From an optimization exercise on the open Yosys and OpenROAD flow, aimed at small area, a short achievable clock period and few clock cycles; shortcuts taken in it are not production practice. Function was checked by simulation only, so behaviour that the tests miss may differ from the original.

===== design/flow/run.sh =====
#!/bin/bash
# synth_recipe.tcl (not shown) runs the flow's synth.tcl, then flattens the netlist and writes it again
# the make line also repeats each setting of config.mk as NAME=value (left out here)
make -C /OpenROAD-flow-scripts/flow DESIGN_CONFIG=/design/flow/config.mk WORK_HOME=/design/flow/orfs CLKGATE_MAP_FILE= SYNTH_SCRIPT=/design/flow/synth_recipe.tcl finish

===== design/flow/config.mk =====
export PLATFORM = sky130hd
export DESIGN_NAME = TopLevel
export DESIGN_NICKNAME = TopLevel
export VERILOG_FILES = /design/flow/design.v
export SDC_FILE = /design/flow/constraint.sdc
export NUM_CORES = 4
export LEC_CHECK = 0
export CAP_MARGIN = 20
export CORE_MARGIN = 2
export CORE_UTILIZATION = 45
export SLEW_MARGIN = 20

===== design/flow/constraint.sdc =====
create_clock -name core_clock -period 130.0 [get_ports {clk}]
set_input_delay 26.0000 -clock core_clock [delete_from_list [all_inputs] [get_ports {clk}]]
set_output_delay 26.0000 -clock core_clock [all_outputs]
set_load 0.01 [all_outputs]

===== design/flow/design.v =====
module Register_file (
    input  logic        clk,
    input  logic        we,
    input  logic [4:0]  waddr,
    input  logic [31:0] wdata,
    input  logic [4:0]  raddr1,
    input  logic [4:0]  raddr2,
    output logic [31:0] rdata1,
    output logic [31:0] rdata2
);
    logic [31:0] regs [1:31];
    always_ff @(posedge clk)
        if (we && waddr != 5'd0) regs[waddr] <= wdata;
    always_comb begin
        rdata1 = (raddr1 == 5'd0) ? 32'd0 : regs[raddr1];
        rdata2 = (raddr2 == 5'd0) ? 32'd0 : regs[raddr2];
    end
endmodule
module mdu (
    input  logic        clk,
    input  logic        rst,
    input  logic        start,       
    input  logic [2:0]  f3,
    input  logic [31:0] a,
    input  logic [31:0] b,
    output logic        done,        
    output logic [31:0] result
);
    logic        busy;
    logic [2:0]  cnt;
    logic [32:0] H;      
    logic [31:0] L;      
    wire is_div = f3[2];
    wire sa = (f3[1:0] == 2'b01) | (f3[1:0] == 2'b10);    
    wire sb = (f3[1:0] == 2'b01);                         
    wire signed [32:0] a_val  = {sa & a[31], a};
    wire        [7:0]  mchunk = busy ? L[7:0] : b[7:0];
    wire signed [8:0]  m      = {busy & (cnt == 3'd3) & sb & L[7], mchunk};
    wire signed [32:0] h_in   = busy ? H : 33'sd0;
    wire signed [41:0] t      = h_in + a_val * m;
    wire mul_zero = (a == 32'd0) | (b == 32'd0);
    wire sgn   = ~f3[0];
    wire a_neg = sgn & a[31];
    wire b_neg = sgn & b[31];
    wire [31:0] ua = a_neg ? -a : a;
    wire [31:0] ud = b_neg ? -b : b;
    wire b_zero = (b == 32'd0);
    wire a_lt   = ua < ud;
    function automatic [63:0] divstep(input [31:0] r, input [31:0] q, input [31:0] d);
        logic [32:0] tt, dd;
        tt = {r, q[31]};
        dd = tt - {1'b0, d};
        if (!dd[32]) divstep = {dd[31:0], q[30:0], 1'b1};
        else         divstep = {tt[31:0], q[30:0], 1'b0};
    endfunction
    logic [63:0] s1, s2, s3, s4;
    always_comb begin
        s1 = divstep(H[31:0], L, ud);
        s2 = divstep(s1[63:32], s1[31:0], ud);
        s3 = divstep(s2[63:32], s2[31:0], ud);
        s4 = divstep(s3[63:32], s3[31:0], ud);
    end
    wire        q_neg = sgn & (a[31] ^ b[31]);
    wire [31:0] dx    = f3[1] ? s4[63:32] : s4[31:0];
    wire        dneg  = f3[1] ? a_neg : q_neg;
    wire [31:0] dres  = dneg ? -dx : dx;
    always_comb begin
        if (!busy) begin
            if (is_div) begin
                done   = start & (b_zero | a_lt);
                result = f3[1] ? a : {32{b_zero}};
            end else begin
                done   = start & mul_zero;
                result = 32'd0;
            end
        end else begin
            if (is_div) begin
                done   = (cnt == 3'd7);
                result = dres;
            end else begin
                done   = (cnt == 3'd3);
                result = (f3[1:0] == 2'b00) ? {t[7:0], L[31:8]} : t[39:8];
            end
        end
    end
    always_ff @(posedge clk) begin
        if (rst)
            busy <= 1'b0;
        else if (busy) begin
            if (done) busy <= 1'b0;
        end else if (start & ~done)
            busy <= 1'b1;
        if (!busy) cnt <= is_div ? 3'd0 : 3'd1;
        else       cnt <= cnt + 3'd1;
        if (is_div) begin
            if (!busy) begin H <= 33'd0; L <= ua; end
            else begin H <= {1'b0, s4[63:32]}; L <= s4[31:0]; end
        end else begin
            H <= t[40:8];
            L <= {t[7:0], busy ? L[31:8] : b[31:8]};
        end
    end
endmodule
module TopLevel (
    input  logic        clk,
    input  logic        rst,
    output logic [31:0] imem_addr,
    input  logic [31:0] imem_rdata,
    output logic        dmem_we,
    output logic [3:0]  dmem_mask,
    output logic [31:0] dmem_addr,
    output logic [31:0] dmem_wdata,
    input  logic [31:0] dmem_rdata
);
    logic [31:2] pc_f;           
    logic [31:2] pc_x;           
    logic [31:2] ir;             
    logic        v_x;            
    logic [31:0] res_m;          
    logic [31:0] sd_m;           
    logic [3:0]  mask_m;
    logic        we_m;           
    logic        wen_m;          
    logic        ld_m;           
    logic [4:0]  rd_m;
    logic [2:0]  lf3_m;          
    assign imem_addr  = {pc_f, 2'b00};
    assign dmem_we    = we_m;
    assign dmem_mask  = mask_m;
    assign dmem_addr  = res_m;
    assign dmem_wdata = sd_m;
    wire [4:0] opc      = ir[6:2];
    wire       op_lui   = (opc == 5'b01101);
    wire       op_auipc = (opc == 5'b00101);
    wire       op_jal   = (opc == 5'b11011);
    wire       op_jalr  = (opc == 5'b11001);
    wire       op_br    = (opc == 5'b11000);
    wire       op_load  = (opc == 5'b00000);
    wire       op_store = (opc == 5'b01000);
    wire       op_imm   = (opc == 5'b00100);
    wire       op_reg   = (opc == 5'b01100);
    wire [2:0] f3       = ir[14:12];
    wire [4:0] rd       = ir[11:7];
    wire [4:0] rs1      = ir[19:15];
    wire [4:0] rs2      = ir[24:20];
    wire       is_mdu   = op_reg & ir[25];
    wire       writes   = (op_lui | op_auipc | op_jal | op_jalr | op_load | op_imm | op_reg) & (rd != 5'd0);
    wire       uses1    = ~(op_lui | op_auipc | op_jal);
    wire       uses2    = op_reg | op_store | op_br;
    wire [31:0] imm_i = {{20{ir[31]}}, ir[31:20]};
    wire [31:0] imm_s = {{20{ir[31]}}, ir[31:25], ir[11:7]};
    wire [31:0] imm_u = {ir[31:12], 12'b0};
    wire [31:2] imm_b = {{19{ir[31]}}, ir[31], ir[7], ir[30:25], ir[11:9]};
    wire [31:2] imm_j = {{11{ir[31]}}, ir[31], ir[19:12], ir[20], ir[30:22]};
    logic [31:0] rf1, rf2, wb;
    Register_file regfile (
        .clk(clk), .we(wen_m), .waddr(rd_m), .wdata(wb),
        .raddr1(rs1), .raddr2(rs2), .rdata1(rf1), .rdata2(rf2));
    wire fwd1 = wen_m & (rd_m == rs1);
    wire fwd2 = wen_m & (rd_m == rs2);
    wire [31:0] rs1v = fwd1 ? res_m : rf1;
    wire [31:0] rs2v = fwd2 ? res_m : rf2;
    wire load_use = ld_m & ((uses1 & (rd_m == rs1)) | (uses2 & (rd_m == rs2)));
    wire [31:0] a_op = op_auipc ? {pc_x, 2'b00} : (op_lui ? 32'd0 : rs1v);
    wire [31:0] b_op = (op_reg | op_br) ? rs2v : (op_store ? imm_s : ((op_lui | op_auipc) ? imm_u : imm_i));
    wire        sub  = op_br | (op_reg & ((f3 == 3'b000 & ir[30]) | f3 == 3'b010 | f3 == 3'b011))
                             | (op_imm & (f3 == 3'b010 | f3 == 3'b011));
    wire [32:0] sum  = {1'b0, a_op} + {1'b0, b_op ^ {32{sub}}} + {32'd0, sub};
    wire        eq   = (sum[31:0] == 32'd0);
    wire        ltu  = ~sum[32];
    wire        lt   = (a_op[31] ^ b_op[31]) ? a_op[31] : sum[31];
    wire        sh_left = ~f3[2];
    logic [31:0] a_rev, sh_in, sh_r, sh_out;
    always_comb for (int i = 0; i < 32; i++) a_rev[i] = a_op[31 - i];
    assign sh_in = sh_left ? a_rev : a_op;
    wire        sh_fill = ir[30] & a_op[31] & ~sh_left;
    assign sh_r = 32'($signed({sh_fill, sh_in}) >>> b_op[4:0]);
    always_comb for (int i = 0; i < 32; i++) sh_out[i] = sh_left ? sh_r[31 - i] : sh_r[i];
    logic [31:0] alu;
    always_comb begin
        case (f3)
            3'b000:  alu = sum[31:0];
            3'b010:  alu = {31'd0, lt};
            3'b011:  alu = {31'd0, ltu};
            3'b100:  alu = a_op ^ b_op;
            3'b110:  alu = a_op | b_op;
            3'b111:  alu = a_op & b_op;
            default: alu = sh_out;
        endcase
    end
    logic        md_done;
    logic [31:0] md_res;
    mdu muldiv (
        .clk(clk), .rst(rst), .start(v_x & is_mdu & ~load_use), .f3(f3),
        .a(rs1v), .b(rs2v), .done(md_done), .result(md_res));
    wire        cond  = (f3[2] ? (f3[1] ? ltu : lt) : eq) ^ f3[0];
    wire        redir = op_jal | op_jalr | (op_br & cond);
    wire [31:2] pc_t  = pc_x + (op_br ? imm_b : imm_j);
    wire [31:2] tgt   = op_jalr ? sum[31:2] : pc_t;
    logic [31:0] xres;
    always_comb begin
        if (op_jal | op_jalr)          xres = {pc_f, 2'b00};    
        else if (is_mdu)               xres = md_res;
        else if (op_reg | op_imm)      xres = alu;
        else                           xres = sum[31:0];
    end
    logic [31:0] sd;
    logic [3:0]  mask;
    always_comb begin
        if (f3[1]) begin
            sd = rs2v; mask = 4'b1111;
        end else if (f3[0]) begin
            sd = {2{rs2v[15:0]}}; mask = sum[1] ? 4'b1100 : 4'b0011;
        end else begin
            sd = {4{rs2v[7:0]}}; mask = 4'b0001 << sum[1:0];
        end
    end
    wire stall = v_x & (load_use | (is_mdu & ~md_done));
    wire go    = v_x & ~stall;
    always_ff @(posedge clk) begin
        if (rst) begin
            pc_f <= 30'd0;
            v_x  <= 1'b0;
        end else if (!stall) begin
            if (go & redir) begin
                pc_f <= tgt;
                v_x  <= 1'b0;
            end else begin
                pc_f <= pc_f + 30'd1;
                v_x  <= 1'b1;
            end
        end
    end
    always_ff @(posedge clk)
        if (!stall) begin
            ir   <= imem_rdata[31:2];
            pc_x <= pc_f;
        end
    always_ff @(posedge clk) begin
        if (rst) begin
            we_m  <= 1'b0;
            wen_m <= 1'b0;
            ld_m  <= 1'b0;
        end else begin
            we_m  <= go & op_store;
            wen_m <= go & writes;
            ld_m  <= go & op_load & writes;
        end
        res_m  <= xres;
        sd_m   <= sd;
        mask_m <= mask;
        rd_m   <= rd;
        lf3_m  <= f3;
    end
    wire [31:0] ld_sh = dmem_rdata >> {res_m[1:0], 3'b000};
    logic [31:0] ldata;
    always_comb begin
        case (lf3_m[1:0])
            2'b00:   ldata = {{24{~lf3_m[2] & ld_sh[7]}},  ld_sh[7:0]};
            2'b01:   ldata = {{16{~lf3_m[2] & ld_sh[15]}}, ld_sh[15:0]};
            default: ldata = dmem_rdata;
        endcase
    end
    assign wb = ld_m ? ldata : res_m;
endmodule

==> metrics.md <==
| Metric | Value |
|---|---|
| Peak Freq | `between 0.03 and 0.04 GHz` |
| 1st-iter DRT viols | `roughly 9,000` |
| Cell breakdown of the critical path | `clkdlybuf4s50_1` |
| First-pass GRT wire length | `approximately 500 mm` |
| Post-layout min period | `between 20 and 30 ns` |
| Drt pass-1 iters | `6` |
| Max-cap violations | `0` |
| Register area share after synthesis | `39.6%` |
| Fillers | `17,449` |
| Area leader, netlist | `edfxtp_1` |
| Vias per cell | `between 6 and 7` |
| Initial antenna violation count | `13` |
| Worst slack, placed | `101.12 ns` |
| Final slew viol count | `0` |
| GP Congestion | `~1.1` |
| Status | `finished clean` |
| Total core area | `~200,000 um^2` |
| Hold Crit Start | `muldiv.cnt[0]` |
| Syn-to-layout area delta | `11.4%` |
| Worst setup path startpoint | `res_m[12]` |
| Row count | `roughly 160` |
| Seq cells post-synth | `1,241` |
| Die Width | `450 um` |
| Via count of the routed design | `70,343` |
| DRC errors left | `0` |
| Number of top-level pins | `167` |
| Worst Path Buf+Inv | `1` |
| Bufs on Longest Clock Path | `3` |
| CTS tree | `yes` |
| Req. time, crit path | `between 100 and 150 ns` |
| Worst slew margin | `9.31%` |
| Synthesized instance count | `between 7,000 and 8,000` |
| Met3 GRT Util | `7.23%` |
| Fraction of layout cells with a size suffix above 1 | `about 16%` |
| Multi-input logic area | `approximately 51,000 um^2` |
| Placed Area | `roughly 95,000 um^2` |
| Mapped Avg Cell Area | `around 11 um^2` |
| GR Util met2 | `50.9%` |
| Synthesized cell area | `between 80,000 and 90,000 um^2` |
| Least-Margin Pin Slew | `about 1.4 ns` |
| Synth Warn # | `3` |
| Worst hold path type | `flip-flop to flip-flop` |
| Die area | `202,000 um^2` |
| WP data arrival | `around 2.4 ns` |
| Number of nets in the layout | `roughly 8,600` |
| Root Buffer | `clkbuf_16` |
| Number of I/O port buffers | `~160` |
| Setup_tns | `0 ns` |
| WL final | `roughly 350 mm` |
| Setup violations, final | `0` |
| Die span in y | `between 400 and 500 um` |
| Area taken by flip-flops and latches | `~35,000 um^2` |
| Post-cts resize count | `0` |
| RSZ-0062 raised after global routing | `false` |
| Fin worst setup slack | `a little over 100 ns` |
| Post-synth ARST share | `0%` |
| Final Instance Area | `99,500 um^2` |
| Crit Path Class | `flip-flop to output pin` |
| Wire length per cell | `32.6 um` |
| ANT nets after route | `0` |
| Critical Path Sink Type | `output pin` |
| Pin count of the biggest net entering global routing | `just over 100` |
| Top FF cell, synth | `edfxtp_1` |
| GRT Util Overall | `33.7%` |
| Post-synth EDFFs | `about 1,100` |
| Final worst path period share | `a little over a fifth` |
| Worst path slowest cell | `clkdlybuf4s50_1` |
| Sink Count | `roughly 1,200` |
| Vias in the first global route | `roughly 68,000` |
| Clock Latency Late Sink | `0.83 ns` |
| Post-CTS Setup Repair Bufs | `0` |
| Total grt overflow | `0` |
| Reg clk slew, reported paths | `about 0.08 ns` |
| GRT busiest layer | `met2` |
| Met1 Use GR | `43.4%` |
| Setup Skew | `~0.066 ns` |
| Slowest stage delay, CP | `approximately 0.85 ns` |
| Cell family with most CP delay | `buffers and inverters` |
| Fin. Hold Viols | `0` |
| Hold_ws | `approximately 0.47 ns` |
| Top cell type's share of synthesized area | `a little over a third` |
| Initial Util | `a little under half` |
| HPWL after detailed placement | `approximately 240 mm` |
| Synth unique cells | `95` |
| Largest cells by area after synthesis | `edfxtp_1 35%, mux4_2 15%, fa_1 6.2%` |
| Number of buffers created by CTS | `around 140` |
| Critical Path Start Type | `flip-flop` |
| H-tree depth | `4` |
| Post-CTS Hold Buffers | `0` |
| Max FO, Critical Path | `5` |
-- final cells by class --
cell class / count / area share (%)
Clock buffer: 171 / 3.67
Antenna cell: 11 / 0.0277
Sequential cell: 1241 / 35.6
Clock inverter: 84 / 0.986
Timing Repair Buffer: 413 / 3.59
Tap cell: 2640 / 3.32
Multi-Input combinational cell: 5685 / 51.3
Inverter: 411 / 1.55
-- cells in the mapped netlist, types with 19 or more instances --
library cell	number
buf_2	51
or2_2	42
mux2i_1	257
and3_1	63
nand4_1	38
buf_1	86
o21ai_1	21
edfxtp_1	1052
mux4_2	589
nor2b_1	105
o211ai_1	47
a22o_1	20
a21oi_1	532
clkbuf_1	368
a31oi_1	75
nand3_1	93
a211o_1	19
mux2_2	70
o31ai_1	58
xor2_1	118
o221ai_1	23
ha_1	388
o21bai_1	36
a21boi_0	24
fa_1	277
a21o_1	142
a211oi_1	134
nor3_1	93
or3_1	31
o21a_1	58
inv_1	406
and2_1	89
dfxtp_1	189
xnor2_1	202
nand2b_1	80
nand2_1	688
o22ai_1	29
nor2_1	604
o21ai_0	364
a221oi_1	57
-- cells by family after synthesis --
group | Yosys count | synth area share, %
compound gates | 1781 | 12.7
xor+xnor | 320 | 3.14
fa+ha+maj | 665 | 11.6
buf+inv | 920 | 3.96
flops | 1241 | 39.6
mux | 917 | 18.6
other cells | 1 | 0.00420
simple gates | 2000 | 10.3
-- worst paths after layout --
path                                       to  slack, ns  cells past startpoint
worst max-delay path            dmem_addr[12]     101.57                      1
worst min-delay path            muldiv.cnt[0]       0.47                      1
worst max register to register      res_m[22]     103.00                     69
worst min register to register  muldiv.cnt[0]       0.47                      1
-- registers in the layout (all words and copies together) (netlist names), named ones only --
name	cells
regfile.regs	992
muldiv.H	33
muldiv.L	32
res_m	32
sd_m	32
ir	30
pc_f	30
pc_x	30
rd_m	5
mask_m	4
lf3_m	3
muldiv.cnt	3
ld_m	1
muldiv.busy	1
v_x	1
we_m	1
wen_m	1
-- per-layer routing --
| layer | routed length, um | up-vias | share of wire (%) |
|---|---|---|---|
| met5 | 39 | - | 0.011 |
| met3 | 33900 | 981 | 9.8 |
| met2 | 153000 | 4172 | 44 |
| met1 | 132000 | 35569 | 38 |
| li1 | - | 29615 | - |
| met4 | 28100 | 6 | 8.1 |
-- metrics by stage --
step / instances / util, %
6_report: 10656 / 50.5
5_1_grt: 10645 / 50.4
4_1_cts: 10644 / 50.4
3_5_place_dp: 10389 / 48.0
3_3_place_gp: 10388 / 48.0
2_1_floorplan: 7846 / -
-- cells in the final DEF (no fill, tap or decap), types with 57 or more instances in the layout --
| cell | netlist | layout |
|---|---|---|
| nor3_1 | 93 | 93 |
| xor2_1 | 118 | 118 |
| nand3_1 | 93 | 92 |
| ha_1 | 388 | 387 |
| o21a_1 | 58 | 58 |
| buf_4 | 2 | 244 |
| fa_1 | 277 | 277 |
| nand2_1 | 688 | 687 |
| and3_1 | 63 | 61 |
| mux2_2 | 70 | 70 |
| nand2b_1 | 80 | 80 |
| dfxtp_1 | 189 | 178 |
| and2_1 | 89 | 89 |
| a221oi_1 | 57 | 57 |
| a21oi_1 | 532 | 511 |
| inv_1 | 406 | 403 |
| a211oi_1 | 134 | 134 |
| a31oi_1 | 75 | 75 |
| mux4_2 | 589 | 589 |
| xnor2_1 | 202 | 201 |
| nor2b_1 | 105 | 105 |
| clkdlybuf4s50_1 | 0 | 162 |
| edfxtp_1 | 1052 | 1052 |
| mux2i_1 | 257 | 254 |
| nor2_1 | 604 | 568 |
| o21ai_0 | 364 | 349 |
| a21o_1 | 142 | 142 |
| clkbuf_16 | 0 | 140 |
Testbench counts, summed over its fixed seeds: cycles 54,020.

-- port drivers added, routing unchanged --
The flow's constraints put no driver on any port. The routed layout listed below was extracted and timed again, unchanged, in two steps. Step 1, drivers: a clkbuf_16 drives clk and a buf_2 each remaining input, both assumed. Step 2 times the ports against the registers' clock, not the clock port: input delays grow and output delays shrink by t, the midpoint of the rising clock arrivals with the driver on. a / b / c = ideal / step 1 / step 2; a / b = the first two.
shift t [ns]: 0.874
setup WS [ns]: 101.572 / 101.490 / 101.162
latest minus earliest clock arrival (ns): 0.066 / 0.066
slew at the worst register clock pin (ns): 0.08 / 0.08
worst slew at a driven data input, ns: 0.08
After both steps setup and hold are still met in this run. The setup slack of this run moves by -0.082 ns with the drivers and by -0.410 ns with both steps.
